Source: an optimization exercise on an open RTL-to-GDS flow (aim: small area and a short achievable clock period). Production flows keep margins and buffers that such runs may drop. The RTL was checked by simulation tests, not by an equivalence proof against the original design.

==> flow/design.v (outline; a module is shown in full before it is edited, if it fits) <==
// module cordicsqrt: 1253 lines
module cordicsqrt (
    input [15:0] N,
    input clk, in_valid,
    output [15:0] sqrt,
    output out_valid
  );
  // ...
==> flow/flow/run.sh <==
#!/bin/bash
set -o pipefail
export SETUP_SLACK_MARGIN=${MARGIN:-6.9}
export CTS_ARGS="-sink_clustering_enable -repair_clock_nets -sink_clustering_size ${CSIZE:-20} -sink_clustering_max_diameter ${CDIAM:-80} -dont_use_dummy_load -buf_list {sky130_fd_sc_hd__clkbuf_16}"
bash standard.sh > standard.log 2>&1
==> flow/standard.sh <==
#!/bin/bash
# synth_recipe.tcl (not shown) runs the flow's synth.tcl, then flattens the netlist and writes it again
# the make line also repeats each setting of config.mk as NAME=value (left out here)
make -C /OpenROAD-flow-scripts/flow DESIGN_CONFIG=/design/flow/config.mk WORK_HOME=/design/flow/orfs CLKGATE_MAP_FILE= SYNTH_SCRIPT=/design/flow/synth_recipe.tcl "${@:-finish}"
==> flow/config.mk <==
export PLATFORM = sky130hd
export DESIGN_NAME = cordicsqrt
export DESIGN_NICKNAME = cordicsqrt
export VERILOG_FILES = /design/flow/design.v
export SDC_FILE = /design/flow/constraint.sdc
export NUM_CORES = 4
export LEC_CHECK = 0
export CAP_MARGIN = 20
export CORE_MARGIN = 2
export CORE_UTILIZATION = 70
export PLACE_DENSITY = 0.75
export SLEW_MARGIN = 20
==> flow/constraint.sdc <==
create_clock -name core_clock -period 10.0 [get_ports {clk}]
set_input_delay 2.0000 -clock core_clock [delete_from_list [all_inputs] [get_ports {clk}]]
set_output_delay 2.0000 -clock core_clock [all_outputs]
set_load 0.01 [all_outputs]
==> flow_summary.toml, run 1 <==
[run_status]
status = "timing/DRC/antenna clean"

[logic_synthesis]
synth.most_common_cell = "dfxtp_1"
synth-async-reset-ratio_pct = 0
yosys.area_share.simple_pct = 12.07
synth_top_area_share_pct = 33.84
ys.warnings.count = 1

[floorplan]
start_util_pct = 70.75
pin_count = 35

[critical_path]
worstSetupPathType = "flip-flop to flip-flop"
r2r_slack_ns = 6.83
crit_path_start_kind = "flip-flop"
r2r-end = "res_q20[1]"
worstPathCellList = "ha_4 > a21o_1 > a211oi_2 > o211a_1 > a311o_1 > a31oi_4 > or4_4 > a21oi_4 > a31oi_2 > o211ai_1 > a31oi_1"
cp-end-kind = "flip-flop"
max_stage_delay_ns = 0.52

[grt]
antenna_found_initial = 0
busiest_layer = "met2"

[placed_design]
port_buffers = 34
post-place-ws_ns = 6.307
place_area_um2 = 51720
gp_congestion = 1.029
dpl.hpwl_mm = 92.09

[cells_and_area]
fin_util_pct = 75.96
n_all_buffers = 138
nClkBuffers = 50
multi_input_area_um2 = 31390
buf_share_pct = 2.092
fillerInstances = 4970
syn2layout_area_growth_pct = 7.354
regArea_um2 = 17210
inverters_excl_clock = 557
final_common_cell = "dfxtp_1"

[detailed_routing]
top_layer_used = "met4"
vias = 39810

[clock_tree]
holdBufCountCts = 0
clk_latency_ns = 0.62

[timing]
tightest_slew_ns = 0.8990
relSlewSlack_pct = 38.52

[worst_hold_path]
hold_depth = 0
==> run 2: changes to the inputs <==
--- a/flow/design.v
+++ b/flow/design.v
@@ -404,151 +404,151 @@
   wire xr5_ha_17_s = xr5_op_3[13] ^ 1'b1;
   wire xr5_ha_17_c = xr5_op_3[13] & 1'b1;
   wire xr5_ha_18_s = xr5_op_3[14] ^ 1'b1;
   wire xr5_ha_18_c = xr5_op_3[14] & 1'b1;
   wire [28:0] xr5_ra_19 = {xr5_ha_17_c, xr5_ha_16_c, xr5_ha_15_c, xr5_ha_14_c, xr5_ha_13_c, xr5_ha_12_c, xr5_ha_11_c, xr5_ha_10_c, xr5_ha_9_c, xr5_ha_8_c, xr5_fa_7_c, xr5_fa_6_c, xr5_fa_5_c, xr5_ha_4_c, xr5_op_3[0], ~xr5_op_1[13], ~xr5_op_1[12], ~xr5_op_1[11], ~xr5_op_1[10], ~xr5_op_1[9], ~xr5_op_1[8], ~xr5_op_1[7], ~xr5_op_1[6], ~xr5_op_1[5], ~xr5_op_1[4], ~xr5_op_1[3], ~xr5_op_1[2], ~xr5_op_1[1], ~xr5_op_1[0]};
   wire [28:0] xr5_rb_20 = {xr5_ha_18_s, xr5_ha_17_s, xr5_ha_16_s, xr5_ha_15_s, xr5_ha_14_s, xr5_ha_13_s, xr5_ha_12_s, xr5_ha_11_s, xr5_ha_10_s, xr5_ha_9_s, xr5_ha_8_s, xr5_fa_7_s, xr5_fa_6_s, xr5_fa_5_s, xr5_ha_4_s, xr5_op_2[10], xr5_op_2[9], xr5_op_2[8], xr5_op_2[7], xr5_op_2[6], xr5_op_2[5], xr5_op_2[4], xr5_op_2[3], xr5_op_2[2], xr5_op_2[1], xr5_op_2[0], 1'b0, 1'b0, 1'b1};
   wire [28:0] xr5_full = xr5_ra_19 + xr5_rb_20;
   wire [14:0] xr5 = xr5_full[28:14];
-  reg [15:0] vx6;
+  reg [8:0] vx6;
   always @(*) case (ck_q10)
-      6'd0: vx6 = 16'd65515;
-      6'd1: vx6 = 16'd65515;
-      6'd2: vx6 = 16'd65515;
-      6'd3: vx6 = 16'd65515;
-      6'd4: vx6 = 16'd65515;
-      6'd5: vx6 = 16'd65515;
-      6'd6: vx6 = 16'd821;
-      6'd7: vx6 = 16'd1663;
-      6'd8: vx6 = 16'd2475;
-      6'd9: vx6 = 16'd3313;
-      6'd10: vx6 = 16'd4147;
-      6'd11: vx6 = 16'd4977;
-      6'd12: vx6 = 16'd5801;
-      6'd13: vx6 = 16'd6621;
-      6'd14: vx6 = 16'd7434;
-      6'd15: vx6 = 16'd8240;
-      6'd16: vx6 = 16'd8822;
-      6'd17: vx6 = 16'd9614;
-      6'd18: vx6 = 16'd10396;
-      6'd19: vx6 = 16'd11168;
-      6'd20: vx6 = 16'd11928;
-      6'd21: vx6 = 16'd12678;
-      6'd22: vx6 = 16'd13415;
-      6'd23: vx6 = 16'd14139;
-      6'd24: vx6 = 16'd14827;
-      6'd25: vx6 = 16'd15523;
-      6'd26: vx6 = 16'd16204;
-      6'd27: vx6 = 16'd16870;
-      6'd28: vx6 = 16'd17518;
-      6'd29: vx6 = 16'd18150;
-      6'd30: vx6 = 16'd18764;
-      6'd31: vx6 = 16'd19360;
-      6'd32: vx6 = 16'd18791;
-      6'd33: vx6 = 16'd19385;
-      6'd34: vx6 = 16'd19962;
-      6'd35: vx6 = 16'd20518;
-      6'd36: vx6 = 16'd21055;
-      6'd37: vx6 = 16'd21571;
-      6'd38: vx6 = 16'd22066;
-      6'd39: vx6 = 16'd22540;
-      6'd40: vx6 = 16'd22978;
-      6'd41: vx6 = 16'd23408;
-      6'd42: vx6 = 16'd23815;
-      6'd43: vx6 = 16'd24199;
-      6'd44: vx6 = 16'd24560;
-      6'd45: vx6 = 16'd24896;
-      6'd46: vx6 = 16'd25208;
-      6'd47: vx6 = 16'd25496;
-      6'd48: vx6 = 16'd25691;
-      6'd49: vx6 = 16'd25935;
-      6'd50: vx6 = 16'd26154;
-      6'd51: vx6 = 16'd26348;
-      6'd52: vx6 = 16'd26517;
-      6'd53: vx6 = 16'd26659;
-      6'd54: vx6 = 16'd26775;
-      6'd55: vx6 = 16'd26865;
-      6'd56: vx6 = 16'd26929;
-      6'd57: vx6 = 16'd26967;
-      6'd58: vx6 = 16'd65515;
-      6'd59: vx6 = 16'd65515;
-      6'd60: vx6 = 16'd65515;
-      6'd61: vx6 = 16'd65515;
-      6'd62: vx6 = 16'd65515;
-      6'd63: vx6 = 16'd65515;
-      default: vx6 = 16'd0;
+      6'd0: vx6 = 9'd511;
+      6'd1: vx6 = 9'd511;
+      6'd2: vx6 = 9'd511;
+      6'd3: vx6 = 9'd511;
+      6'd4: vx6 = 9'd511;
+      6'd5: vx6 = 9'd511;
+      6'd6: vx6 = 9'd6;
+      6'd7: vx6 = 9'd12;
+      6'd8: vx6 = 9'd19;
+      6'd9: vx6 = 9'd25;
+      6'd10: vx6 = 9'd32;
+      6'd11: vx6 = 9'd38;
+      6'd12: vx6 = 9'd45;
+      6'd13: vx6 = 9'd51;
+      6'd14: vx6 = 9'd58;
+      6'd15: vx6 = 9'd64;
+      6'd16: vx6 = 9'd68;
+      6'd17: vx6 = 9'd75;
+      6'd18: vx6 = 9'd81;
+      6'd19: vx6 = 9'd87;
+      6'd20: vx6 = 9'd93;
+      6'd21: vx6 = 9'd99;
+      6'd22: vx6 = 9'd104;
+      6'd23: vx6 = 9'd110;
+      6'd24: vx6 = 9'd115;
+      6'd25: vx6 = 9'd121;
+      6'd26: vx6 = 9'd126;
+      6'd27: vx6 = 9'd131;
+      6'd28: vx6 = 9'd136;
+      6'd29: vx6 = 9'd141;
+      6'd30: vx6 = 9'd146;
+      6'd31: vx6 = 9'd151;
+      6'd32: vx6 = 9'd146;
+      6'd33: vx6 = 9'd151;
+      6'd34: vx6 = 9'd155;
+      6'd35: vx6 = 9'd160;
+      6'd36: vx6 = 9'd164;
+      6'd37: vx6 = 9'd168;
+      6'd38: vx6 = 9'd172;
+      6'd39: vx6 = 9'd176;
+      6'd40: vx6 = 9'd179;
+      6'd41: vx6 = 9'd182;
+      6'd42: vx6 = 9'd186;
+      6'd43: vx6 = 9'd189;
+      6'd44: vx6 = 9'd191;
+      6'd45: vx6 = 9'd194;
+      6'd46: vx6 = 9'd196;
+      6'd47: vx6 = 9'd199;
+      6'd48: vx6 = 9'd200;
+      6'd49: vx6 = 9'd202;
+      6'd50: vx6 = 9'd204;
+      6'd51: vx6 = 9'd205;
+      6'd52: vx6 = 9'd207;
+      6'd53: vx6 = 9'd208;
+      6'd54: vx6 = 9'd209;
+      6'd55: vx6 = 9'd209;
+      6'd56: vx6 = 9'd210;
+      6'd57: vx6 = 9'd210;
+      6'd58: vx6 = 9'd511;
+      6'd59: vx6 = 9'd511;
+      6'd60: vx6 = 9'd511;
+      6'd61: vx6 = 9'd511;
+      6'd62: vx6 = 9'd511;
+      6'd63: vx6 = 9'd511;
+      default: vx6 = 9'd0;
     endcase
-  reg [14:0] vy6;
+  reg [13:0] vy6;
   always @(*) case (ck_q10)
-      6'd0: vy6 = 15'd26979;
-      6'd1: vy6 = 15'd26979;
-      6'd2: vy6 = 15'd26979;
-      6'd3: vy6 = 15'd26979;
-      6'd4: vy6 = 15'd26979;
-      6'd5: vy6 = 15'd26979;
-      6'd6: vy6 = 15'd26967;
-      6'd7: vy6 = 15'd26929;
-      6'd8: vy6 = 15'd26865;
-      6'd9: vy6 = 15'd26775;
-      6'd10: vy6 = 15'd26659;
-      6'd11: vy6 = 15'd26517;
-      6'd12: vy6 = 15'd26348;
-      6'd13: vy6 = 15'd26154;
-      6'd14: vy6 = 15'd25935;
-      6'd15: vy6 = 15'd25691;
-      6'd16: vy6 = 15'd25496;
-      6'd17: vy6 = 15'd25208;
-      6'd18: vy6 = 15'd24896;
-      6'd19: vy6 = 15'd24560;
-      6'd20: vy6 = 15'd24199;
-      6'd21: vy6 = 15'd23815;
-      6'd22: vy6 = 15'd23408;
-      6'd23: vy6 = 15'd22978;
-      6'd24: vy6 = 15'd22540;
-      6'd25: vy6 = 15'd22066;
-      6'd26: vy6 = 15'd21571;
-      6'd27: vy6 = 15'd21055;
-      6'd28: vy6 = 15'd20518;
-      6'd29: vy6 = 15'd19962;
-      6'd30: vy6 = 15'd19385;
-      6'd31: vy6 = 15'd18791;
-      6'd32: vy6 = 15'd19360;
-      6'd33: vy6 = 15'd18764;
-      6'd34: vy6 = 15'd18150;
-      6'd35: vy6 = 15'd17518;
-      6'd36: vy6 = 15'd16870;
-      6'd37: vy6 = 15'd16204;
-      6'd38: vy6 = 15'd15523;
-      6'd39: vy6 = 15'd14827;
-      6'd40: vy6 = 15'd14139;
-      6'd41: vy6 = 15'd13415;
-      6'd42: vy6 = 15'd12678;
-      6'd43: vy6 = 15'd11928;
-      6'd44: vy6 = 15'd11168;
-      6'd45: vy6 = 15'd10396;
-      6'd46: vy6 = 15'd9614;
-      6'd47: vy6 = 15'd8822;
-      6'd48: vy6 = 15'd8240;
-      6'd49: vy6 = 15'd7434;
-      6'd50: vy6 = 15'd6621;
-      6'd51: vy6 = 15'd5801;
-      6'd52: vy6 = 15'd4977;
-      6'd53: vy6 = 15'd4147;
-      6'd54: vy6 = 15'd3313;
-      6'd55: vy6 = 15'd2475;
-      6'd56: vy6 = 15'd1663;
-      6'd57: vy6 = 15'd821;
-      6'd58: vy6 = 15'd26979;
-      6'd59: vy6 = 15'd26979;
-      6'd60: vy6 = 15'd26979;
-      6'd61: vy6 = 15'd26979;
-      6'd62: vy6 = 15'd26979;
-      6'd63: vy6 = 15'd26979;
-      default: vy6 = 15'd0;
+      6'd0: vy6 = 14'd13489;
+      6'd1: vy6 = 14'd13489;
+      6'd2: vy6 = 14'd13489;
+      6'd3: vy6 = 14'd13489;
+      6'd4: vy6 = 14'd13489;
+      6'd5: vy6 = 14'd13489;
+      6'd6: vy6 = 14'd13483;
+      6'd7: vy6 = 14'd13464;
+      6'd8: vy6 = 14'd13432;
+      6'd9: vy6 = 14'd13387;
+      6'd10: vy6 = 14'd13329;
+      6'd11: vy6 = 14'd13258;
+      6'd12: vy6 = 14'd13174;
+      6'd13: vy6 = 14'd13077;
+      6'd14: vy6 = 14'd12967;
+      6'd15: vy6 = 14'd12845;
+      6'd16: vy6 = 14'd12748;
+      6'd17: vy6 = 14'd12604;
+      6'd18: vy6 = 14'd12448;
+      6'd19: vy6 = 14'd12280;
+      6'd20: vy6 = 14'd12099;
+      6'd21: vy6 = 14'd11907;
+      6'd22: vy6 = 14'd11704;
+      6'd23: vy6 = 14'd11489;
+      6'd24: vy6 = 14'd11270;
+      6'd25: vy6 = 14'd11033;
+      6'd26: vy6 = 14'd10785;
+      6'd27: vy6 = 14'd10527;
+      6'd28: vy6 = 14'd10259;
+      6'd29: vy6 = 14'd9981;
+      6'd30: vy6 = 14'd9692;
+      6'd31: vy6 = 14'd9395;
+      6'd32: vy6 = 14'd9680;
+      6'd33: vy6 = 14'd9382;
+      6'd34: vy6 = 14'd9075;
+      6'd35: vy6 = 14'd8759;
+      6'd36: vy6 = 14'd8435;
+      6'd37: vy6 = 14'd8102;
+      6'd38: vy6 = 14'd7761;
+      6'd39: vy6 = 14'd7413;
+      6'd40: vy6 = 14'd7069;
+      6'd41: vy6 = 14'd6707;
+      6'd42: vy6 = 14'd6339;
+      6'd43: vy6 = 14'd5964;
+      6'd44: vy6 = 14'd5584;
+      6'd45: vy6 = 14'd5198;
+      6'd46: vy6 = 14'd4807;
+      6'd47: vy6 = 14'd4411;
+      6'd48: vy6 = 14'd4120;
+      6'd49: vy6 = 14'd3717;
+      6'd50: vy6 = 14'd3310;
+      6'd51: vy6 = 14'd2900;
+      6'd52: vy6 = 14'd2488;
+      6'd53: vy6 = 14'd2073;
+      6'd54: vy6 = 14'd1656;
+      6'd55: vy6 = 14'd1237;
+      6'd56: vy6 = 14'd831;
+      6'd57: vy6 = 14'd410;
+      6'd58: vy6 = 14'd13489;
+      6'd59: vy6 = 14'd13489;
+      6'd60: vy6 = 14'd13489;
+      6'd61: vy6 = 14'd13489;
+      6'd62: vy6 = 14'd13489;
+      6'd63: vy6 = 14'd13489;
+      default: vy6 = 14'd0;
     endcase
   reg [13:0] rx6;
   always @(*) case (ck_q10)
       6'd0: rx6 = 14'd2686;
       6'd1: rx6 = 14'd2686;
       6'd2: rx6 = 14'd2686;
       6'd3: rx6 = 14'd2686;
       6'd4: rx6 = 14'd2686;
@@ -747,98 +747,135 @@
       6'd61: nvx6 = 10'd20;
       6'd62: nvx6 = 10'd20;
       6'd63: nvx6 = 10'd20;
       default: nvx6 = 10'd0;
     endcase
   wire [9:0] e6 = xr5_q10[9:0] + nvx6 + {9'd0,xr5_q10[14]};
   wire [0:0] d6 = ~e6[9];
   wire [0:0] dn6 = e6[9];
-  wire [8:0] ys7 = vy6_q11 >> 7;
+  wire [14:0] vyp6 = {vy6_q11,1'd0};
+  wire [8:0] ys7 = vyp6 >> 7;
   wire [8:0] e7 = e6_q11[8:0] + (ys7 ^ {9{d6_q11}}) + {8'd0,d6_q11};
   wire [0:0] d7 = ~e7[8];
   wire [0:0] dn7 = e7[8];
-  wire [15:0] xs7 = {{7{vx6_q11[15]}},vx6_q11[15:7]};
-  wire [15:0] vx7 = vx6_q11 + ({1'b0,vy6_q11} >> 7 ^ {16{dn6_q11}}) + {15'd0,dn6_q11};
-  wire [14:0] vy7 = vy6_q11 + (xs7[14:0] ^ {15{d6_q11}}) + {14'd0,d6_q11};
-  wire [14:0] rys7 = ry6_q11 >> 7;
+  wire [15:0] vxp6 = {vx6_q11,7'd0};
+  wire [15:0] xs7 = {{7{vxp6[15]}},vxp6[15:7]};
+  wire [15:0] vxf7 = vxp6 + ({1'b0,vyp6} >> 7 ^ {16{dn6_q11}}) + {15'd0,dn6_q11};
+  wire [6:0] vx7 = vxf7[15:9];
+  wire [14:0] vyf7 = vyp6 + (xs7[14:0] ^ {15{d6_q11}}) + {14'd0,d6_q11};
+  wire [13:0] vy7 = vyf7[14:1];
+  wire [14:0] ryp6 = ry6_q11;
+  wire [14:0] rys7 = ryp6 >> 7;
   wire [14:0] rxs7 = {1'b1,rx6_q11} >> 7;
   wire [14:0] rxf7 = {1'b1,rx6_q11} + (~rys7 & {15{dn6_q11}}) + {14'd0,dn6_q11};
-  wire [14:0] ry7 = ry6_q11 + (rxs7 & {15{dn6_q11}});
+  wire [14:0] ryf7 = ryp6 + (rxs7 & {15{dn6_q11}});
+  wire [14:0] ry7 = ryf7[14:0];
   wire [13:0] rx7 = rxf7[13:0];
-  wire [7:0] ys8 = vy7_q12 >> 8;
+  wire [14:0] vyp7 = {vy7_q12,1'd0};
+  wire [7:0] ys8 = vyp7 >> 8;
   wire [7:0] e8 = e7_q12[7:0] + (ys8 ^ {8{d7_q12}}) + {7'd0,d7_q12};
   wire [0:0] d8 = ~e8[7];
   wire [0:0] dn8 = e8[7];
-  wire [15:0] xs8 = {{8{vx7_q12[15]}},vx7_q12[15:8]};
-  wire [15:0] vx8 = vx7_q12 + ({1'b0,vy7_q12} >> 8 ^ {16{dn7_q12}}) + {15'd0,dn7_q12};
-  wire [14:0] vy8 = vy7_q12 + (xs8[14:0] ^ {15{d7_q12}}) + {14'd0,d7_q12};
-  wire [14:0] rys8 = ry7_q12 >> 8;
+  wire [15:0] vxp7 = {vx7_q12,9'd0};
+  wire [15:0] xs8 = {{8{vxp7[15]}},vxp7[15:8]};
+  wire [15:0] vxf8 = vxp7 + ({1'b0,vyp7} >> 8 ^ {16{dn7_q12}}) + {15'd0,dn7_q12};
+  wire [5:0] vx8 = vxf8[15:10];
+  wire [14:0] vyf8 = vyp7 + (xs8[14:0] ^ {15{d7_q12}}) + {14'd0,d7_q12};
+  wire [13:0] vy8 = vyf8[14:1];
+  wire [14:0] ryp7 = ry7_q12;
+  wire [14:0] rys8 = ryp7 >> 8;
   wire [14:0] rxs8 = {1'b1,rx7_q12} >> 8;
   wire [14:0] rxf8 = {1'b1,rx7_q12} + (rys8 & {15{d7_q12}});
-  wire [14:0] ry8 = ry7_q12 + (~rxs8 & {15{d7_q12}}) + {14'd0,d7_q12};
+  wire [14:0] ryf8 = ryp7 + (~rxs8 & {15{d7_q12}}) + {14'd0,d7_q12};
+  wire [14:0] ry8 = ryf8[14:0];
   wire [13:0] rx8 = rxf8[13:0];
-  wire [6:0] ys9 = vy8_q13 >> 9;
+  wire [14:0] vyp8 = {vy8_q13,1'd0};
+  wire [6:0] ys9 = vyp8 >> 9;
   wire [6:0] e9 = e8_q13[6:0] + (ys9 ^ {7{d8_q13}}) + {6'd0,d8_q13};
   wire [0:0] d9 = ~e9[6];
   wire [0:0] dn9 = e9[6];
-  wire [15:0] xs9 = {{9{vx8_q13[15]}},vx8_q13[15:9]};
-  wire [15:0] vx9 = vx8_q13 + ({1'b0,vy8_q13} >> 9 ^ {16{dn8_q13}}) + {15'd0,dn8_q13};
-  wire [14:0] vy9 = vy8_q13 + (xs9[14:0] ^ {15{d8_q13}}) + {14'd0,d8_q13};
-  wire [14:0] rys9 = ry8_q13 >> 9;
+  wire [15:0] vxp8 = {vx8_q13,10'd0};
+  wire [15:0] xs9 = {{9{vxp8[15]}},vxp8[15:9]};
+  wire [15:0] vxf9 = vxp8 + ({1'b0,vyp8} >> 9 ^ {16{dn8_q13}}) + {15'd0,dn8_q13};
+  wire [4:0] vx9 = vxf9[15:11];
+  wire [14:0] vyf9 = vyp8 + (xs9[14:0] ^ {15{d8_q13}}) + {14'd0,d8_q13};
+  wire [13:0] vy9 = vyf9[14:1];
+  wire [14:0] ryp8 = ry8_q13;
+  wire [14:0] rys9 = ryp8 >> 9;
   wire [14:0] rxs9 = {1'b1,rx8_q13} >> 9;
   wire [14:0] rxf9 = {1'b1,rx8_q13} + (rys9 & {15{d8_q13}});
-  wire [14:0] ry9 = ry8_q13 + (~rxs9 & {15{d8_q13}}) + {14'd0,d8_q13};
+  wire [14:0] ryf9 = ryp8 + (~rxs9 & {15{d8_q13}}) + {14'd0,d8_q13};
+  wire [14:0] ry9 = ryf9[14:0];
   wire [13:0] rx9 = rxf9[13:0];
-  wire [5:0] ys10 = vy9_q14 >> 10;
+  wire [14:0] vyp9 = {vy9_q14,1'd0};
+  wire [5:0] ys10 = vyp9 >> 10;
   wire [5:0] e10 = e9_q14[5:0] + (ys10 ^ {6{d9_q14}}) + {5'd0,d9_q14};
   wire [0:0] d10 = ~e10[5];
   wire [0:0] dn10 = e10[5];
-  wire [15:0] xs10 = {{10{vx9_q14[15]}},vx9_q14[15:10]};
-  wire [15:0] vx10 = vx9_q14 + ({1'b0,vy9_q14} >> 10 ^ {16{dn9_q14}}) + {15'd0,dn9_q14};
-  wire [14:0] vy10 = vy9_q14 + (xs10[14:0] ^ {15{d9_q14}}) + {14'd0,d9_q14};
-  wire [14:0] rys10 = ry9_q14 >> 10;
+  wire [15:0] vxp9 = {vx9_q14,11'd0};
+  wire [15:0] xs10 = {{10{vxp9[15]}},vxp9[15:10]};
+  wire [15:0] vxf10 = vxp9 + ({1'b0,vyp9} >> 10 ^ {16{dn9_q14}}) + {15'd0,dn9_q14};
+  wire [3:0] vx10 = vxf10[15:12];
+  wire [14:0] vyf10 = vyp9 + (xs10[14:0] ^ {15{d9_q14}}) + {14'd0,d9_q14};
+  wire [13:0] vy10 = vyf10[14:1];
+  wire [14:0] ryp9 = ry9_q14;
+  wire [14:0] rys10 = ryp9 >> 10;
   wire [14:0] rxs10 = {1'b1,rx9_q14} >> 10;
   wire [14:0] rxf10 = {1'b1,rx9_q14} + (rys10 & {15{d9_q14}});
-  wire [14:0] ry10 = ry9_q14 + (~rxs10 & {15{d9_q14}}) + {14'd0,d9_q14};
+  wire [14:0] ryf10 = ryp9 + (~rxs10 & {15{d9_q14}}) + {14'd0,d9_q14};
+  wire [13:0] ry10 = ryf10[14:1];
   wire [13:0] rx10 = rxf10[13:0];
-  wire [5:0] ys11 = vy10_q15 >> 11;
+  wire [14:0] vyp10 = {vy10_q15,1'd0};
+  wire [5:0] ys11 = vyp10 >> 11;
   wire [5:0] e11 = e10_q15[5:0] + (ys11 ^ {6{d10_q15}}) + {5'd0,d10_q15};
   wire [0:0] d11 = ~e11[5];
   wire [0:0] dn11 = e11[5];
-  wire [15:0] xs11 = {{11{vx10_q15[15]}},vx10_q15[15:11]};
-  wire [15:0] vx11 = vx10_q15 + ({1'b0,vy10_q15} >> 11 ^ {16{dn10_q15}}) + {15'd0,dn10_q15};
-  wire [14:0] vy11 = vy10_q15 + (xs11[14:0] ^ {15{d10_q15}}) + {14'd0,d10_q15};
-  wire [14:0] rys11 = ry10_q15 >> 11;
+  wire [15:0] vxp10 = {vx10_q15,12'd0};
+  wire [15:0] xs11 = {{11{vxp10[15]}},vxp10[15:11]};
+  wire [15:0] vxf11 = vxp10 + ({1'b0,vyp10} >> 11 ^ {16{dn10_q15}}) + {15'd0,dn10_q15};
+  wire [1:0] vx11 = vxf11[15:14];
+  wire [14:0] vyf11 = vyp10 + (xs11[14:0] ^ {15{d10_q15}}) + {14'd0,d10_q15};
+  wire [10:0] vy11 = vyf11[14:4];
+  wire [14:0] ryp10 = {ry10_q15,1'd0};
+  wire [14:0] rys11 = ryp10 >> 11;
   wire [14:0] rxs11 = {1'b1,rx10_q15} >> 11;
   wire [14:0] rxf11 = {1'b1,rx10_q15} + (rys11 & {15{d10_q15}});
-  wire [14:0] ry11 = ry10_q15 + (~rxs11 & {15{d10_q15}}) + {14'd0,d10_q15};
+  wire [14:0] ryf11 = ryp10 + (~rxs11 & {15{d10_q15}}) + {14'd0,d10_q15};
+  wire [5:0] ry11 = ryf11[14:9];
   wire [13:0] rx11 = rxf11[13:0];
-  wire [4:0] ys12 = vy11_q16 >> 12;
+  wire [14:0] vyp11 = {vy11_q16,4'd0};
+  wire [4:0] ys12 = vyp11 >> 12;
   wire [4:0] e12 = e11_q16[4:0] + (ys12 ^ {5{d11_q16}}) + {4'd0,d11_q16};
   wire [0:0] d12 = ~e12[4];
   wire [0:0] dn12 = e12[4];
-  wire [15:0] xs12 = {{12{vx11_q16[15]}},vx11_q16[15:12]};
-  wire [15:0] vx12 = vx11_q16 + ({1'b0,vy11_q16} >> 12 ^ {16{dn11_q16}}) + {15'd0,dn11_q16};
-  wire [14:0] vy12 = vy11_q16 + (xs12[14:0] ^ {15{d11_q16}}) + {14'd0,d11_q16};
-  wire [14:0] rys12 = ry11_q16 >> 12;
+  wire [15:0] vxp11 = {vx11_q16,14'd0};
+  wire [15:0] xs12 = {{12{vxp11[15]}},vxp11[15:12]};
+  wire [14:0] vyf12 = vyp11 + (xs12[14:0] ^ {15{d11_q16}}) + {14'd0,d11_q16};
+  wire [1:0] vy12 = vyf12[14:13];
+  wire [14:0] ryp11 = {ry11_q16,9'd0};
+  wire [14:0] rys12 = ryp11 >> 12;
   wire [14:0] rxs12 = {1'b1,rx11_q16} >> 12;
   wire [14:0] rxf12 = {1'b1,rx11_q16} + (~rys12 & {15{dn11_q16}}) + {14'd0,dn11_q16};
-  wire [14:0] ry12 = ry11_q16 + (rxs12 & {15{dn11_q16}});
+  wire [14:0] ryf12 = ryp11 + (rxs12 & {15{dn11_q16}});
+  wire [5:0] ry12 = ryf12[14:9];
   wire [13:0] rx12 = rxf12[13:0];
-  wire [4:0] ys13 = vy12_q17 >> 13;
+  wire [14:0] vyp12 = {vy12_q17,13'd0};
+  wire [4:0] ys13 = vyp12 >> 13;
   wire [4:0] e13 = e12_q17[4:0] + (ys13 ^ {5{d12_q17}}) + {4'd0,d12_q17};
   wire [0:0] d13 = ~e13[4];
   wire [0:0] dn13 = e13[4];
-  wire [14:0] rys13 = ry12_q17 >> 13;
+  wire [14:0] ryp12 = {ry12_q17,9'd0};
+  wire [14:0] rys13 = ryp12 >> 13;
   wire [14:0] rxs13 = {1'b1,rx12_q17} >> 13;
   wire [14:0] rxf13 = {1'b1,rx12_q17} + (~rys13 & {15{dn12_q17}}) + {14'd0,dn12_q17};
-  wire [14:0] ry13 = ry12_q17 + (rxs13 & {15{dn12_q17}});
+  wire [14:0] ryf13 = ryp12 + (rxs13 & {15{dn12_q17}});
+  wire [5:0] ry13 = ryf13[14:9];
   wire [13:0] rx13 = rxf13[13:0];
-  wire [0:0] b14 = d13_q18 & ry13_q18[14];
+  wire [0:0] b14 = d13_q18 & ry13_q18[5];
   wire [14:0] X13 = {1'b1,rx13_q18};
   wire [0:0] par = tag_q18[0];
   wire [14:0] ps_op_1 = X13;
   wire [14:0] ps_mx_2 = X13;
   wire ps_p_3 = par;
   wire [14:0] ps_mx_4 = X13;
   wire ps_p_5 = par;
   wire [14:0] ps_mx_6 = X13;
@@ -1133,19 +1170,19 @@
   reg [5:0] ck_q7;
   always @(posedge clk) ck_q7 <= ck_q6;
   reg [5:0] ck_q8;
   always @(posedge clk) ck_q8 <= ck_q7;
   reg [5:0] ck_q9;
   always @(posedge clk) ck_q9 <= ck_q8;
   reg [5:0] ck_q10;
   always @(posedge clk) ck_q10 <= ck_q9;
-  reg [15:0] vx6_q11;
+  reg [8:0] vx6_q11;
   always @(posedge clk) vx6_q11 <= vx6;
-  reg [14:0] vy6_q11;
+  reg [13:0] vy6_q11;
   always @(posedge clk) vy6_q11 <= vy6;
   reg [13:0] rx6_q11;
   always @(posedge clk) rx6_q11 <= rx6;
   reg [14:0] ry6_q11;
   always @(posedge clk) ry6_q11 <= ry6;
   reg [9:0] e6_q11;
   always @(posedge clk) e6_q11 <= e6;
   reg [0:0] d6_q11;
@@ -1153,95 +1190,95 @@
   reg [0:0] dn6_q11;
   always @(posedge clk) dn6_q11 <= dn6;
   reg [8:0] e7_q12;
   always @(posedge clk) e7_q12 <= e7;
   reg [0:0] d7_q12;
   always @(posedge clk) d7_q12 <= d7;
   reg [0:0] dn7_q12;
   always @(posedge clk) dn7_q12 <= dn7;
-  reg [15:0] vx7_q12;
+  reg [6:0] vx7_q12;
   always @(posedge clk) vx7_q12 <= vx7;
-  reg [14:0] vy7_q12;
+  reg [13:0] vy7_q12;
   always @(posedge clk) vy7_q12 <= vy7;
   reg [7:0] e8_q13;
   always @(posedge clk) e8_q13 <= e8;
   reg [0:0] d8_q13;
   always @(posedge clk) d8_q13 <= d8;
   reg [0:0] dn8_q13;
   always @(posedge clk) dn8_q13 <= dn8;
-  reg [15:0] vx8_q13;
+  reg [5:0] vx8_q13;
   always @(posedge clk) vx8_q13 <= vx8;
-  reg [14:0] vy8_q13;
+  reg [13:0] vy8_q13;
   always @(posedge clk) vy8_q13 <= vy8;
   reg [6:0] e9_q14;
   always @(posedge clk) e9_q14 <= e9;
   reg [0:0] d9_q14;
   always @(posedge clk) d9_q14 <= d9;
   reg [0:0] dn9_q14;
   always @(posedge clk) dn9_q14 <= dn9;
-  reg [15:0] vx9_q14;
+  reg [4:0] vx9_q14;
   always @(posedge clk) vx9_q14 <= vx9;
-  reg [14:0] vy9_q14;
+  reg [13:0] vy9_q14;
   always @(posedge clk) vy9_q14 <= vy9;
   reg [5:0] e10_q15;
   always @(posedge clk) e10_q15 <= e10;
   reg [0:0] d10_q15;
   always @(posedge clk) d10_q15 <= d10;
   reg [0:0] dn10_q15;
   always @(posedge clk) dn10_q15 <= dn10;
-  reg [15:0] vx10_q15;
+  reg [3:0] vx10_q15;
   always @(posedge clk) vx10_q15 <= vx10;
-  reg [14:0] vy10_q15;
+  reg [13:0] vy10_q15;
   always @(posedge clk) vy10_q15 <= vy10;
   reg [5:0] e11_q16;
   always @(posedge clk) e11_q16 <= e11;
   reg [0:0] d11_q16;
   always @(posedge clk) d11_q16 <= d11;
   reg [0:0] dn11_q16;
   always @(posedge clk) dn11_q16 <= dn11;
-  reg [15:0] vx11_q16;
+  reg [1:0] vx11_q16;
   always @(posedge clk) vx11_q16 <= vx11;
-  reg [14:0] vy11_q16;
+  reg [10:0] vy11_q16;
   always @(posedge clk) vy11_q16 <= vy11;
   reg [4:0] e12_q17;
   always @(posedge clk) e12_q17 <= e12;
   reg [0:0] d12_q17;
   always @(posedge clk) d12_q17 <= d12;
   reg [0:0] dn12_q17;
   always @(posedge clk) dn12_q17 <= dn12;
-  reg [14:0] vy12_q17;
+  reg [1:0] vy12_q17;
   always @(posedge clk) vy12_q17 <= vy12;
   reg [0:0] d13_q18;
   always @(posedge clk) d13_q18 <= d13;
   reg [14:0] ry7_q12;
   always @(posedge clk) ry7_q12 <= ry7;
   reg [13:0] rx7_q12;
   always @(posedge clk) rx7_q12 <= rx7;
   reg [14:0] ry8_q13;
   always @(posedge clk) ry8_q13 <= ry8;
   reg [13:0] rx8_q13;
   always @(posedge clk) rx8_q13 <= rx8;
   reg [14:0] ry9_q14;
   always @(posedge clk) ry9_q14 <= ry9;
   reg [13:0] rx9_q14;
   always @(posedge clk) rx9_q14 <= rx9;
-  reg [14:0] ry10_q15;
+  reg [13:0] ry10_q15;
   always @(posedge clk) ry10_q15 <= ry10;
   reg [13:0] rx10_q15;
   always @(posedge clk) rx10_q15 <= rx10;
-  reg [14:0] ry11_q16;
+  reg [5:0] ry11_q16;
   always @(posedge clk) ry11_q16 <= ry11;
   reg [13:0] rx11_q16;
   always @(posedge clk) rx11_q16 <= rx11;
-  reg [14:0] ry12_q17;
+  reg [5:0] ry12_q17;
   always @(posedge clk) ry12_q17 <= ry12;
   reg [13:0] rx12_q17;
   always @(posedge clk) rx12_q17 <= rx12;
-  reg [14:0] ry13_q18;
+  reg [5:0] ry13_q18;
   always @(posedge clk) ry13_q18 <= ry13;
   reg [13:0] rx13_q18;
   always @(posedge clk) rx13_q18 <= rx13;
   reg [29:0] ps_fa_q19;
   always @(posedge clk) ps_fa_q19 <= ps_fa;
   reg [29:0] ps_fb_q19;
   always @(posedge clk) ps_fb_q19 <= ps_fb;
   reg [0:0] ov_q20;
==> flow/flow/run.sh (replaced) <==
#!/bin/bash
set -o pipefail
export SETUP_SLACK_MARGIN=${MARGIN:-7.1}
export CTS_ARGS="-sink_clustering_enable -repair_clock_nets -sink_clustering_size ${CSIZE:-20} -sink_clustering_max_diameter ${CDIAM:-80} -dont_use_dummy_load -buf_list {sky130_fd_sc_hd__clkbuf_16}"
bash standard.sh > standard.log 2>&1
==> flow/config.mk (replaced) <==
export PLATFORM = sky130hd
export DESIGN_NAME = cordicsqrt
export DESIGN_NICKNAME = cordicsqrt
export VERILOG_FILES = /design/flow/design.v
export SDC_FILE = /design/flow/constraint.sdc
export NUM_CORES = 4
export LEC_CHECK = 0
export CAP_MARGIN = 20
export CORE_MARGIN = 2
export CORE_UTILIZATION = 60
export SLEW_MARGIN = 20
==> flow_summary.toml, run 2 <==
[floorplan]
die_h_um = 280.5
dieArea_um2 = 78660
coreArea_um2 = 75820
die_x_um = 280.5
start_util_pct = 60.49
pin_count = 35
rows = 101

[placed_design]
port_buffers = 34
post-place-ws_ns = 6.424
dpl.hpwl_mm = 78.03
place_area_um2 = 47130
gp_congestion = 0.9988

[cells_and_area]
drive_above_1_share_pct = 11.61
syn2layout_area_growth_pct = 11.13
final_common_cell = "dfxtp_1"
largest_reg_flops = 30
nets = 5917
fin_area_um2 = 50970
regMostFlops = "ps_fa_q19"
reg.largest.list = "ps_fa_q19 (30), ps_fb_q19 (29)"
mostFrequentLayoutCells = "dfxtp_1 (715), ha_1 (553), inv_1 (508), nor2_1 (345), nand2_1 (325)"

[timing]
skew_ns = 0.04501
finalSetupTns_ns = 0
finalHoldViolCount = 0
fmax_ghz = 0.3187
rsz0062_at_grt = "true"
period_needed_ns = 3.138
fin_crit_sh_pct = 31.38
relSlewSlack_pct = 27.80
slew_violations = 0
layout_setup_ws_ns = 6.862
tightest_slew_ns = 1.083
setup_violations = 0

[logic_synthesis]
ys.warnings.count = 1
syn_nets = 5805
synth_area_per_cell_um2 = 9.069
synth.most_common_cell = "dfxtp_1"
synth_largest_area_cell = "dfxtp_1"
synth_top_area_share_pct = 33.57
netlist_top_cells_area = "dfxtp_1 (34%), ha_1 (16%), fa_1 (6.8%)"
syn_area_um2 = 45860
yosysSeqAreaShare_pct = 33.57
synth_ff_type = "dfxtp_1"
ys_seq_elements = 769
synth-async-reset-ratio_pct = 0
yosys-top-cells-count = "dfxtp_1 (769), ha_1 (575), inv_1 (533)"
synth_edf_count = 0
synthCells = 5057
synth_cell_types = 87

[critical_path]
path_delay_family = "compound AO/OA/AOI/OAI gates"
cp_max_fo = 4
crit_required_ns = 10.48
critPathBufInv = 1
worstSetupPathType = "flip-flop to flip-flop"
arrival_ns = 3.62
max_stage_delay_ns = 0.40
worstPathCellList = "ha_4 > a21o_1 > a211oi_4 > a2bb2oi_4 > a311oi_4 > buf_4 > o211a_4 > nor3_4 > xnor2_2 > a211o_1 > o211ai_1 > a31oi_1"
slowest_stage = "a211o_1"
cp-end-kind = "flip-flop"
crit_path_start_kind = "flip-flop"

[clock_tree]
htreeDepth = 2
cts_tree = "done"
cts_buffers = 49
clockBufferDepth = 3
path_clk_slew_ns = 0.08
root_buffer = "clkbuf_16"
clk_latency_ns = 0.62
cts_sinks = 769

[grt]
grt_pass1_wl_mm = 174.7
overflow = 0
antenna_found_initial = 3
grt_pass1_vias = 34443
grt_usage_pct = 26.98
grt_max_degree = 89

[detailed_routing]
dr.pass1.iters = 6
drcViolationCount = 0
drt_iter0_drc = 2906
routed_via_density = 5.769
vias = 35462
ant_nets = 0
routed_wl_mm = 107.7
wl_per_cell_um = 17.52

[worst_hold_path]
hp-class = "flip-flop to flip-flop"

[job]
cap_violations = 0

[run_status]
status = "timing/DRC/antenna clean"
run 2: layout make-up:
cell class | count | area, um^2
antenna | 2 | 5.005
clock buffer | 49 | 1226
fill | 6285 | 24860
inverter | 536 | 2072
multi-input combinational | 3590 | 29060
sequential | 769 | 15510
tap | 978 | 1224
timing repair buffer | 223 | 1867
run 2: logic make-up after synthesis:
logic type      Yosys count  share of synthesized area [%]
mux                      43                          1.069
xor+xnor                399                          7.620
simple gates           1191                          12.21
fa+ha+maj               731                          22.48
flops                   769                          33.57
compound gates         1224                          17.31
buf+inv                 699                          5.740
other cells               1                       0.008177
run 2: path summary, 6_finish.rpt:
kind	start	endpoint	slack (ns)	depth (start not counted)
worst min-delay path	ck_q6[3]	ck_q7[3]	0.31	0
worst max-delay path	ps_fa_q19[10]	res_q20[3]	6.86	12
worst max register to register	ps_fa_q19[10]	res_q20[3]	6.86	12
worst min register to register	ck_q6[3]	ck_q7[3]	0.31	0
run 2: worst reg2reg max path: stages, from the launching register on:
cell	delay, ns
dfxtp_2	0.34
ha_4	0.24
a21o_1	0.20
a211oi_4	0.30
a2bb2oi_4	0.24
a311oi_4	0.14
buf_4	0.17
o211a_4	0.24
nor3_4	0.19
xnor2_2	0.10
a211o_1	0.40
o211ai_1	0.30
a31oi_1	0.14
run 2: timing repair:
action                                  in CTS  in global routing
hold buffers                                 0                  0
endpoints found under the setup margin     138                146
gates resized for setup                    208                240
cloned                                       0                  1
pin swaps                                   92                122
buffers inserted                            99                 64
run 2: metrics by stage:
step,utilization (%),hold WS [ns],instances
2_1_floorplan,-,0.3089,5057
3_3_place_gp,62.16,0.3099,5932
3_5_place_dp,62.16,0.3121,5932
4_1_cts,65.43,0.3150,6080
5_1_grt,67.21,0.3129,6145
6_report,67.22,0.3110,6147
run 2: layer usage:
layer	global-route usage [%]	share of wire, %	up-vias
met5	0	0	-
met4	8.872	3.2	0
met3	3.481	5.7	233
met2	45.23	47	1051
met1	36.02	44	16581
li1	-	-	17597
==> run 3: changes to the inputs <==
==> flow/flow/run.sh (replaced) <==
#!/bin/bash
set -o pipefail
export SETUP_SLACK_MARGIN=${MARGIN:-6.7}
export CTS_ARGS="-sink_clustering_enable -repair_clock_nets -sink_clustering_size ${CSIZE:-20} -sink_clustering_max_diameter ${CDIAM:-80} -dont_use_dummy_load -buf_list {sky130_fd_sc_hd__clkbuf_16}"
bash standard.sh > standard.log 2>&1
==> flow_summary.toml, run 3 <==
[run_status]
status = "timing/DRC/antenna clean"

[worst_hold_path]
min-delay-start = "tag_q8[1]"
hold-path-endpoint = "tag_q9[1]"
hp-class = "flip-flop to flip-flop"
hold_depth = 0

[critical_path]
r2r_slack_ns = 6.78
r2r-end = "vx6_q11[3]"
crit_path_start_kind = "flip-flop"
crit_required_ns = 10.39
arrival_ns = 3.61
reg2reg_depth = 9
worstSetupStartpoint = "ck_q10[0]"
cp_max_fo = 22
timing.rr.start = "ck_q10[0]"
cp-end-kind = "flip-flop"
worstSetupPathType = "flip-flop to flip-flop"

[timing]
relSlewSlack_pct = 24.35
fin_crit_sh_pct = 32.21
tightest_slew_ns = 1.132
rsz0062_at_grt = "true"
period_needed_ns = 3.221
setup_violations = 0
layout_setup_ws_ns = 6.779
skew_ns = 0.06473
finalSetupTns_ns = 0
slew_violations = 0
holdWs_ns = 0.2951
finalHoldViolCount = 0
fmax_ghz = 0.3104

[detailed_routing]
routed_via_density = 5.750
ant_nets = 0
vias = 34532
routed_wl_mm = 104.3
wl_per_cell_um = 17.36
drcViolationCount = 0
drt_iter0_drc = 2665
dr.pass1.iters = 7

[grt]
grt_pass1_wl_mm = 169.4
grt_pass1_vias = 33073
grt_max_degree = 90
overflow = 0
antenna_found_initial = 0
grt_usage_pct = 26.26

[logic_synthesis]
synth_cell_types = 87
synth_edf_count = 0
synth_area_per_cell_um2 = 9.069
ys.warnings.count = 1
netlist_top_cells_area = "dfxtp_1 (34%), ha_1 (16%), fa_1 (6.8%)"
syn_nets = 5805
synthCells = 5057
yosys-top-cells-count = "dfxtp_1 (769), ha_1 (575), inv_1 (533)"
synth_top_area_share_pct = 33.57
synth_ff_type = "dfxtp_1"
yosysSeqAreaShare_pct = 33.57
synth_largest_area_cell = "dfxtp_1"
syn_area_um2 = 45860
ys_seq_elements = 769
synth.most_common_cell = "dfxtp_1"
synth-async-reset-ratio_pct = 0

[floorplan]
rows = 101
die_x_um = 280.5
die_h_um = 280.5
pin_count = 35
dieArea_um2 = 78660
start_util_pct = 60.49
coreArea_um2 = 75820

[clock_tree]
cts_buffers = 49
clk_latency_ns = 0.61
clockBufferDepth = 3
cts_sinks = 769
htreeDepth = 2
path_clk_slew_ns = 0.08
cts_tree = "done"
root_buffer = "clkbuf_16"
holdBufCountCts = 0

[cells_and_area]
fin_util_pct = 64.36
syn2layout_area_growth_pct = 6.414
num_antenna_cells = 0
mostFrequentLayoutCells = "dfxtp_1 (752), ha_1 (573), inv_1 (530), nor2_1 (353), nand2_1 (328)"
nets = 5778
regMostFlops = "ps_fa_q19"
largest_reg_flops = 30
reg.largest.list = "ps_fa_q19 (30), ps_fb_q19 (29)"
drive_above_1_share_pct = 4.654
final_common_cell = "dfxtp_1"

[job]
cap_violations = 0

[placed_design]
dpl.hpwl_mm = 78.26
post-place-ws_ns = 6.320
gp_congestion = 0.9564
port_buffers = 34
run 3: cell counts after synthesis:
No cell type changed its count.
run 3: per-stage QoR:
step	std cells	cell area, um^2
after floorplan	5057	45900
after global placement	5936	47070
after detailed placement	5936	47070
after CTS	5989	48370
after global routing	6006	48800
final	6006	48800
run 3: worst max-delay path by stage:
stage	endpoint	slack, ns	cells after the start
3_5_place_dp	ps_fb_q19[15]	6.32	11
2_1_floorplan	ry10_q15[13]	6.63	16
3_3_place_gp	ps_fb_q19[15]	6.45	11
5_1_grt	ry10_q15[13]	6.60	14
4_1_cts	ps_fb_q19[15]	6.67	11
6_report	vx6_q11[3]	6.78	9
run 3: critical path: stages, from the launching register on:
cell	delay, ns
dfxtp_1	0.30
buf_4	0.21
inv_1	0.57
ha_2	0.56
nor2_1	0.67
nor3_1	0.13
a31oi_1	0.17
nor2_1	0.06
a31oi_1	0.19
a21oi_1	0.13
run 3: final cells by class:
cell class / instances / area (um^2)
fill: 6500 / 27020
sequential: 769 / 15430
inverter: 536 / 2023
tap: 978 / 1224
multi-input combinational: 3589 / 28120
timing repair buffer: 85 / 779.5
clock buffer: 49 / 1226
run 3: logic make-up (layout without fill, tap and decap cells):
| kind of cell | after synthesis | in the layout | share of synthesized area, % |
|---|---|---|---|
| flip-flops | 769 | 769 | 33.57 |
| AO/OA/AOI/OAI | 1224 | 1224 | 17.31 |
| buffers and inverters | 699 | 670 | 5.740 |
| multiplexers | 43 | 43 | 1.069 |
| XOR/XNOR | 399 | 399 | 7.620 |
| other | 1 | 1 | 0.008177 |
| adder cells (fa/ha/maj) | 731 | 731 | 22.48 |
| AND/OR/NAND/NOR | 1191 | 1191 | 12.21 |
run 3: layer usage:
layer	track usage (%)	wire [um]	vias up
met5	0	0	-
met4	7.747	2833	0
met3	3.281	5972	206
met2	43.50	48110	1058
met1	35.88	47360	15949
li1	-	-	17319
run 3: what timing repair did:
action / 4_1_cts / 5_1_grt
setup buffers: 4 / 15
endpoints found under the hold margin: 0 / 0
gates cloned: 0 / 2
resized for setup: 34 / 74
pin swaps: 2 / 25
endpoints found under the setup margin: 55 / 70
==> run 4: changes to the inputs <==
==> flow/flow/run.sh (replaced) <==
#!/bin/bash
set -o pipefail
export SETUP_SLACK_MARGIN=${MARGIN:-6.9}
export CTS_ARGS="-sink_clustering_enable -repair_clock_nets -sink_clustering_size ${CSIZE:-20} -sink_clustering_max_diameter ${CDIAM:-80} -dont_use_dummy_load -buf_list {sky130_fd_sc_hd__clkbuf_16}"
bash standard.sh > standard.log 2>&1
--- a/flow/config.mk
+++ b/flow/config.mk
@@ -6,4 +6,5 @@
 export NUM_CORES = 4
 export LEC_CHECK = 0
+export ABC_AREA = 1
 export CAP_MARGIN = 20
 export CORE_MARGIN = 2
==> flow_summary.toml, run 4 <==
[cells_and_area]
num_antenna_cells = 0
regMostFlops = "ps_fa_q19"
largest_reg_flops = 30
mostFrequentLayoutCells = "inv_1 (779), dfxtp_1 (715), ha_1 (553), nand2_1 (503), nor2_1 (410)"
fillerInstances = 5840
fin_util_pct = 68.51
nets = 6078
reg.largest.list = "ps_fa_q19 (30), ps_fb_q19 (29)"
final_common_cell = "inv_1"
drive_above_1_share_pct = 13.10
regArea_um2 = 15530
syn2layout_area_growth_pct = 13.50
fin_area_um2 = 49730
multi_input_area_um2 = 26390

[logic_synthesis]
synth.most_common_cell = "inv_1"
yosysSeqAreaShare_pct = 35.14
syn_area_um2 = 43820
synth-async-reset-ratio_pct = 0
synth_ff_type = "dfxtp_1"
synth_top_area_share_pct = 35.14
synth_cell_types = 62
syn_nets = 5826
ys.warnings.count = 1
netlist_top_cells_area = "dfxtp_1 (35%), ha_1 (16%), xor2_1 (7.3%)"
synth_area_per_cell_um2 = 8.629
synth_edf_count = 0
ys_seq_elements = 769
synth_largest_area_cell = "dfxtp_1"
synthCells = 5078
yosys-top-cells-count = "inv_1 (816), dfxtp_1 (769), ha_1 (575)"

[timing]
fmax_ghz = 0.2882
slew_violations = 0
finalSetupTns_ns = 0
tightest_slew_ns = 1.189
fin_crit_sh_pct = 34.70
skew_ns = 0.07622
setup_violations = 0
period_needed_ns = 3.470
finalHoldViolCount = 0
rsz0062_at_grt = "true"
relSlewSlack_pct = 20.03

[clock_tree]
root_buffer = "clkbuf_16"
clockBufferDepth = 3
holdBufCountCts = 0
cts_tree = "done"
cts_buffers = 47
htreeDepth = 2
clk_latency_ns = 0.60
cts_sinks = 769
path_clk_slew_ns = 0.08

[critical_path]
arrival_ns = 3.91
cp_max_fo = 3
crit_path_start_kind = "flip-flop"
timing.rr.start = "ps_fb_q19[4]"
reg2reg_depth = 26
cp-end-kind = "flip-flop"
critPathCapture = "res_q20[10]"
r2r-end = "res_q20[10]"
r2r_slack_ns = 6.53
worstSetupStartpoint = "ps_fb_q19[4]"
max_stage_delay_ns = 0.34
slowest_stage = "dfxtp_2"
worstSetupPathType = "flip-flop to flip-flop"
crit_required_ns = 10.44

[floorplan]
rows = 99
coreArea_um2 = 72590
start_util_pct = 60.36
die_h_um = 274.2
dieArea_um2 = 75200
die_x_um = 274.2
pin_count = 35

[detailed_routing]
wl_per_cell_um = 17.62
dr.pass1.iters = 6
ant_nets = 0
drcViolationCount = 0
routed_via_density = 5.418
routed_wl_mm = 110.8
vias = 34066
drt_iter0_drc = 2250

[grt]
antenna_found_initial = 0
grt_max_degree = 52
grt_usage_pct = 28.53
grt_pass1_vias = 32821
overflow = 0
grt_pass1_wl_mm = 170.9

[worst_hold_path]
hold_depth = 0
hp-class = "flip-flop to flip-flop"

[placed_design]
port_buffers = 34
place_area_um2 = 45250
gp_congestion = 1.030
dpl.hpwl_mm = 82.70

[run_status]
status = "timing/DRC/antenna clean"

[job]
cap_violations = 0
==> run 4: changes by cell type after synthesis, sizes merged, moves of 84 or more <==
| cell | delta |
|---|---|
| nand3 | +87 |
| xor2 | +192 |
| a21oi | +99 |
| nor2 | +84 |
| inv | +303 |
| nand2 | +202 |
| xnor2 | -143 |
==> run 4: timing repair <==
action,4_1_cts,5_1_grt
resized for setup,275,255
buffers inserted,129,95
cloned,1,0
endpoints found under the setup margin,128,82
pin swaps,83,202
==> run 4: worst min path at each step <==
stage	slack, ns	end	startpoint
after global routing	0.33	ck_q8[4]	ck_q7[4]
final	0.33	tag_q5[1]	tag_q4[1]
after detailed placement	0.31	ck_q4[1]	ck_q3[1]
after CTS	0.33	tag_q8[1]	tag_q7[1]
after floorplan	0.31	tag_q18[0]	tag_q17[0]
after global placement	0.31	tag_q6[2]	tag_q5[2]
==> run 4: final cells by class <==
type	instances	share of cell area [%]
Sequential cell	769	31.23
Timing Repair inverter	1	0.01510
Inverter	841	6.481
Tap cell	959	2.413
Timing Repair Buffer	276	4.438
Clock buffer	47	2.365
Multi-Input combinational cell	3394	53.06
==> run 4: critical path, delay by kind of cell (launching register included) <==
| kind | cells | cell delay (ns) |
|---|---|---|
| flip-flops | 1 | 0.34 |
| AO/OA/AOI/OAI | 9 | 1.25 |
| buffers and inverters | 3 | 0.26 |
| AND/OR/NAND/NOR | 13 | 1.20 |
| adder cells (fa/ha/maj) | 1 | 0.27 |
==> run 4: kinds of logic (layout without fill, tap and decap cells) <==
| logic type | Yosys count | count (layout) | share of synthesized area [%] |
|---|---|---|---|
| AO/OA/AOI/OAI | 979 | 979 | 12.93 |
| XOR/XNOR | 448 | 448 | 8.955 |
| adder cells (fa/ha/maj) | 730 | 730 | 23.50 |
| buffers and inverters | 915 | 1165 | 7.864 |
| flip-flops | 769 | 769 | 35.14 |
| multiplexers | 3 | 3 | 0.06854 |
| other | 1 | 1 | 0.008559 |
| AND/OR/NAND/NOR | 1233 | 1233 | 11.54 |
==> run 4: per-layer routing <==
metal	vias to the layer above	wire length (um)	global-route usage [%]	share of wire, %
met5	-	0	0	0
met4	0	4907	11.50	4.4
met3	320	5774	3.302	5.2
met2	1084	53600	49.55	48
met1	15706	46480	36.08	42
li1	16956	-	-	-
==> run 4: through the flow <==
step / setup WS, ns / hold WS, ns / std cells
CTS: 6.572 / 0.3267 / 6192
global route: 6.198 / 0.3332 / 6287
detailed placement: 6.135 / 0.3121 / 6015
finish: 6.530 / 0.3262 / 6287
global placement: 6.187 / 0.3099 / 6015
floorplan: 6.765 / 0.3089 / 5078
==> run 5: changes to the inputs <==
--- a/flow/config.mk
+++ b/flow/config.mk
@@ -6,5 +6,4 @@
 export NUM_CORES = 4
 export LEC_CHECK = 0
-export ABC_AREA = 1
 export CAP_MARGIN = 20
 export CORE_MARGIN = 2
==> flow_summary.toml, run 5 <==
[critical_path]
arrival_ns = 3.60
cp-end-kind = "flip-flop"
crit_path_start_kind = "flip-flop"
crit_required_ns = 10.51
worstSetupPathType = "flip-flop to flip-flop"
cp_max_fo = 4
r2r_slack_ns = 6.91

[logic_synthesis]
synthXorXnorAreaFrac_pct = 7.620
synth_mux_area_share_pct = 1.069
synth_edf_count = 0
ys_seq_elements = 769
ys.warnings.count = 1
synth.most_common_cell = "dfxtp_1"
synth_top_family_by_area = "adder cells"
synth-async-reset-ratio_pct = 0
yosys.area_share.simple_pct = 12.21
syn_area_um2 = 45860
syn_nets = 5805
yosysSeqAreaShare_pct = 33.57
yosys-top-cells-count = "dfxtp_1 (769), ha_1 (575), inv_1 (533)"
synth_largest_area_cell = "dfxtp_1"
synth_top_area_share_pct = 33.57
synthCells = 5057
synth_area_per_cell_um2 = 9.069
netlist_top_cells_area = "dfxtp_1 (34%), ha_1 (16%), fa_1 (6.8%)"
synth_cell_types = 87
synth_ff_type = "dfxtp_1"
synthAdderAreaFrac_pct = 22.48
synth-compound-area-share_pct = 17.31

[floorplan]
pin_count = 35
die_h_um = 280.5
start_util_pct = 60.49
rows = 101
die_x_um = 280.5
coreArea_um2 = 75820
dieArea_um2 = 78660

[placed_design]
dpl.hpwl_mm = 77.85
gp_congestion = 0.9652
port_buffers = 34
post-place-ws_ns = 6.364

[detailed_routing]
routed_via_density = 5.723
dr.pass1.iters = 7
drcViolationCount = 0
ant_nets = 0
vias = 34534
routed_wl_mm = 104.4
wl_per_cell_um = 17.30
drt_iter0_drc = 2627

[timing]
relSlewSlack_pct = 38.70
setup_violations = 0
tightest_slew_ns = 0.9141
rsz0062_at_grt = "true"
skew_ns = 0.06359
fin_crit_sh_pct = 30.91
period_needed_ns = 3.091
fmax_ghz = 0.3235
finalHoldViolCount = 0
layout_setup_ws_ns = 6.909
slew_violations = 0
finalSetupTns_ns = 0

[cells_and_area]
fin_util_pct = 65.05
mostFrequentLayoutCells = "dfxtp_1 (734), ha_1 (565), inv_1 (528), nor2_1 (352), nand2_1 (327)"
largest_reg_flops = 30
nets = 5806
syn2layout_area_growth_pct = 7.546
final_common_cell = "dfxtp_1"
num_antenna_cells = 0
reg.largest.list = "ps_fa_q19 (30), ps_fb_q19 (29)"
regMostFlops = "ps_fa_q19"
drive_above_1_share_pct = 7.021

[run_status]
status = "timing/DRC/antenna clean"

[clock_tree]
cts_buffers = 48
clk_latency_ns = 0.63
holdBufCountCts = 0
cts_sinks = 769
cts_tree = "done"
clockBufferDepth = 3
htreeDepth = 2
root_buffer = "clkbuf_16"
path_clk_slew_ns = 0.08

[grt]
grt_pass1_vias = 33455
antenna_found_initial = 4
grt_usage_pct = 26.47
grt_max_degree = 89
grt_pass1_wl_mm = 171.1
overflow = 0

[worst_hold_path]
hp-class = "flip-flop to flip-flop"

[job]
cap_violations = 0
-- run 5: cell count changes after synthesis, sizes merged, moves of 74 or more --
| cell | previous run | this run |
|---|---|---|
| clkbuf | 59 | 133 |
| nor2 | 441 | 357 |
| inv | 836 | 533 |
| xor2 | 367 | 175 |
| a21oi | 413 | 314 |
| xnor2 | 81 | 224 |
| nand2 | 530 | 328 |
| nand3 | 176 | 89 |
-- run 5: through the flow --
step	cells	hold slack, ns	area (um^2)
finish	6034	0.2870	49320
global route	6034	0.2876	49320
CTS	6006	0.2863	48580
detailed placement	5934	0.3121	47060
global placement	5934	0.3099	47060
floorplan	5057	0.3089	45930
-- run 5: what timing repair did --
item | CTS | global route
pin swaps | 16 | 57
buffers inserted | 24 | 27
resized for setup | 117 | 134
gates cloned | 0 | 1
endpoints found under the setup margin | 117 | 77
-- run 5: kinds of logic (layout without fill, tap and decap cells) --
group | after synthesis | count (layout)
simple gates | 1191 | 1191
buf+inv | 699 | 697
other cells | 1 | 1
flops | 769 | 769
mux | 43 | 43
fa+ha+maj | 731 | 731
xor+xnor | 399 | 399
compound gates | 1224 | 1225
-- run 5: path summary, 6_finish.rpt --
| check | end | startpoint | cells past startpoint |
|---|---|---|---|
| hold / removal | tag_q3[1] | tag_q2[1] | 0 |
| hold reg to reg | tag_q3[1] | tag_q2[1] | 0 |
| setup / recovery | ry10_q15[13] | d9_q14 | 14 |
| setup reg to reg | ry10_q15[13] | d9_q14 | 14 |
-- run 5: cell type report --
class	instances	area, um^2
timing repair buffer	113	937.1
inverter	536	2028
clock buffer	48	1201
sequential	769	15470
tap	978	1224
fill	6407	26500
multi-input combinational	3590	28460
-- run 5: routing by layer --
layer | wire length [um] | vias up | GRT usage [%]
met5 | 21 | - | 0
met4 | 3254 | 4 | 8.872
met3 | 6467 | 252 | 4.039
met2 | 47690 | 1014 | 43.26
met1 | 46940 | 15909 | 35.77
li1 | - | 17355 | -
-- run 5: critical path: stages (launching register included) --
cell,delay [ns]
dfxtp_4,0.38
nor2b_4,0.16
ha_4,0.20
a21o_1,0.20
fa_2,0.35
a21o_1,0.17
a21oi_2,0.13
nor2_1,0.07
o21a_1,0.18
o21a_1,0.18
o21a_1,0.19
o21a_1,0.18
o31a_1,0.27
o31ai_2,0.22
xnor2_1,0.11
==> run 6: changes to the inputs <==
--- a/flow/config.mk
+++ b/flow/config.mk
@@ -6,6 +6,6 @@
 export NUM_CORES = 4
 export LEC_CHECK = 0
-export CAP_MARGIN = 20
+export CAP_MARGIN = 10
 export CORE_MARGIN = 2
 export CORE_UTILIZATION = 60
-export SLEW_MARGIN = 20
+export SLEW_MARGIN = 10
==> flow_summary.toml, run 6 <==
[placed_design]
place_area_um2 = 47060
post-place-ws_ns = 6.364
port_buffers = 34
dpl.hpwl_mm = 77.85

[clock_tree]
path_clk_slew_ns = 0.08
cts_sinks = 769
htreeDepth = 2
cts_tree = "done"
clockBufferDepth = 3
holdBufCountCts = 0
root_buffer = "clkbuf_16"
clk_latency_ns = 0.63

[detailed_routing]
routed_via_density = 5.723
wl_per_cell_um = 17.30
dr.pass1.iters = 7
ant_nets = 0
routed_wl_mm = 104.4

[floorplan]
coreArea_um2 = 75820
start_util_pct = 60.49
rows = 101
dieArea_um2 = 78660
die_x_um = 280.5
die_h_um = 280.5
pin_count = 35

[timing]
holdWs_ns = 0.2870
finalHoldViolCount = 0
fin_crit_sh_pct = 30.91
layout_setup_ws_ns = 6.909
slew_violations = 0
rsz0062_at_grt = "true"
skew_ns = 0.06359

[cells_and_area]
reg.largest.list = "ps_fa_q19 (30), ps_fb_q19 (29)"
regMostFlops = "ps_fa_q19"
fin_area_um2 = 49320
largest_reg_flops = 30
fin_util_pct = 65.05
num_antenna_cells = 0
fillerInstances = 6407
final_cells = 6034
syn2layout_area_growth_pct = 7.546
drive_above_1_share_pct = 7.021

[logic_synthesis]
netlist_top_cells_area = "dfxtp_1 (34%), ha_1 (16%), fa_1 (6.8%)"
syn_area_um2 = 45860
synth_edf_count = 0
synth_area_per_cell_um2 = 9.069
yosysSeqAreaShare_pct = 33.57
synthCells = 5057
synth_top_area_share_pct = 33.57
synth-async-reset-ratio_pct = 0
synth_ff_type = "dfxtp_1"
ys.warnings.count = 1

[critical_path]
critPathBufInv = 0
cpMostUsedCell = "o21a_1"
max_stage_delay_ns = 0.38
slowest_stage = "dfxtp_4"
cp_max_fo = 4
timing.rr.start = "d9_q14"
r2r_slack_ns = 6.91
cp-end-kind = "flip-flop"

[grt]
antenna_found_initial = 4
grt_usage_pct = 26.47
grt_pass1_vias = 33455
grt_pass1_wl_mm = 171.1

[run_status]
status = "timing/DRC/antenna clean"

[worst_hold_path]
min-delay-start = "tag_q2[1]"
==> run 6: cell counts in the layout (fill, tap and decap cells not counted) <==
Identical to the previous run, type by type.
==> run 6: final timing paths <==
path	to	cells past startpoint
min	tag_q3[1]	0
min reg2reg	tag_q3[1]	0
max reg2reg	ry10_q15[13]	14
max	ry10_q15[13]	14
==> run 6: worst register-to-register path, cell delays in order, from the launching register on <==
cell and delay (ns):
dfxtp_4 0.38, nor2b_4 0.16, ha_4 0.20, a21o_1 0.20
fa_2 0.35, a21o_1 0.17, a21oi_2 0.13, nor2_1 0.07
o21a_1 0.18, o21a_1 0.18, o21a_1 0.19, o21a_1 0.18
o31a_1 0.27, o31ai_2 0.22, xnor2_1 0.11
==> run 6: cell type report <==
class	instances	area [um^2]	area share [%]
inverters	536	2028	4.112
multi-input cells	3590	28460	57.70
flip-flops and latches	769	15470	31.37
repair buffers	113	937.1	1.900
clock buffers	48	1201	2.435
well taps	978	1224	2.481
==> run 6: per-layer routing <==
metal | up-vias | global-route usage (%) | share of wire [%]
met5 | - | 0 | 0.020
met1 | 15909 | 35.77 | 45
met3 | 252 | 4.039 | 6.2
li1 | 17355 | - | -
met2 | 1014 | 43.26 | 46
met4 | 4 | 8.872 | 3.1
==> run 6: what timing repair did <==
item / CTS / global route
pin swaps: 16 / 57
cloned: 0 / 1
hold endpoints to repair: 0 / 0
endpoints found under the setup margin: 117 / 77
resized for setup: 117 / 134
buffers inserted: 24 / 27
==> run 6: kinds of logic (layout without fill, tap and decap cells) <==
| kind of cell | after synthesis | after routing | synth area share, % |
|---|---|---|---|
| mux | 43 | 43 | 1.069 |
| fa+ha+maj | 731 | 731 | 22.48 |
| buf+inv | 699 | 697 | 5.740 |
| flops | 769 | 769 | 33.57 |
| xor+xnor | 399 | 399 | 7.620 |
| other cells | 1 | 1 | 0.008177 |
| compound gates | 1224 | 1225 | 17.31 |
| simple gates | 1191 | 1191 | 12.21 |

afterwards: timing with drivers on the ports:
No port has a modelled driver above. Below, the same layouts with a new extraction and two added sets of constraints.
Step 1 sets driving cells, clkbuf_16 on the clock port and buf_2 on the other inputs (assumed; they add their load-dependent delay and slew).
Step 2 adds t to the input delays and takes it off the output delays; t is the mean of the earliest and latest rising clock arrival at the registers after step 1. Input paths then give back, and output paths get back, about the clock's delay inside the block.
a / b / c = no drivers / after step 1 / after step 2; a / b = the first two.
run | t (ns) | setup WS [ns] | latest minus earliest clock arrival (ns) | slew at the worst register clock pin (ns) | worst data-port slew with drivers (ns)
run 1 | 0.678 | 6.830 / 6.830 / 6.830 | 0.026 / 0.027 | 0.09 / 0.09 | 0.07
run 2 | 0.669 | 6.862 / 6.862 / 6.862 | 0.050 / 0.049 | 0.08 / 0.08 | 0.04
run 3 | 0.649 | 6.779 / 6.755 / 6.779 | 0.070 / 0.069 | 0.09 / 0.09 | 0.03
run 4 | 0.637 | 6.530 / 6.530 / 6.530 | 0.092 / 0.092 | 0.09 / 0.09 | 0.05
run 5 | 0.669 | 6.909 / 6.861 / 6.909 | 0.065 / 0.065 | 0.08 / 0.08 | 0.05
run 6 | 0.669 | 6.909 / 6.861 / 6.909 | 0.065 / 0.065 | 0.08 / 0.08 | 0.05
After both steps every run listed still meets setup and hold.
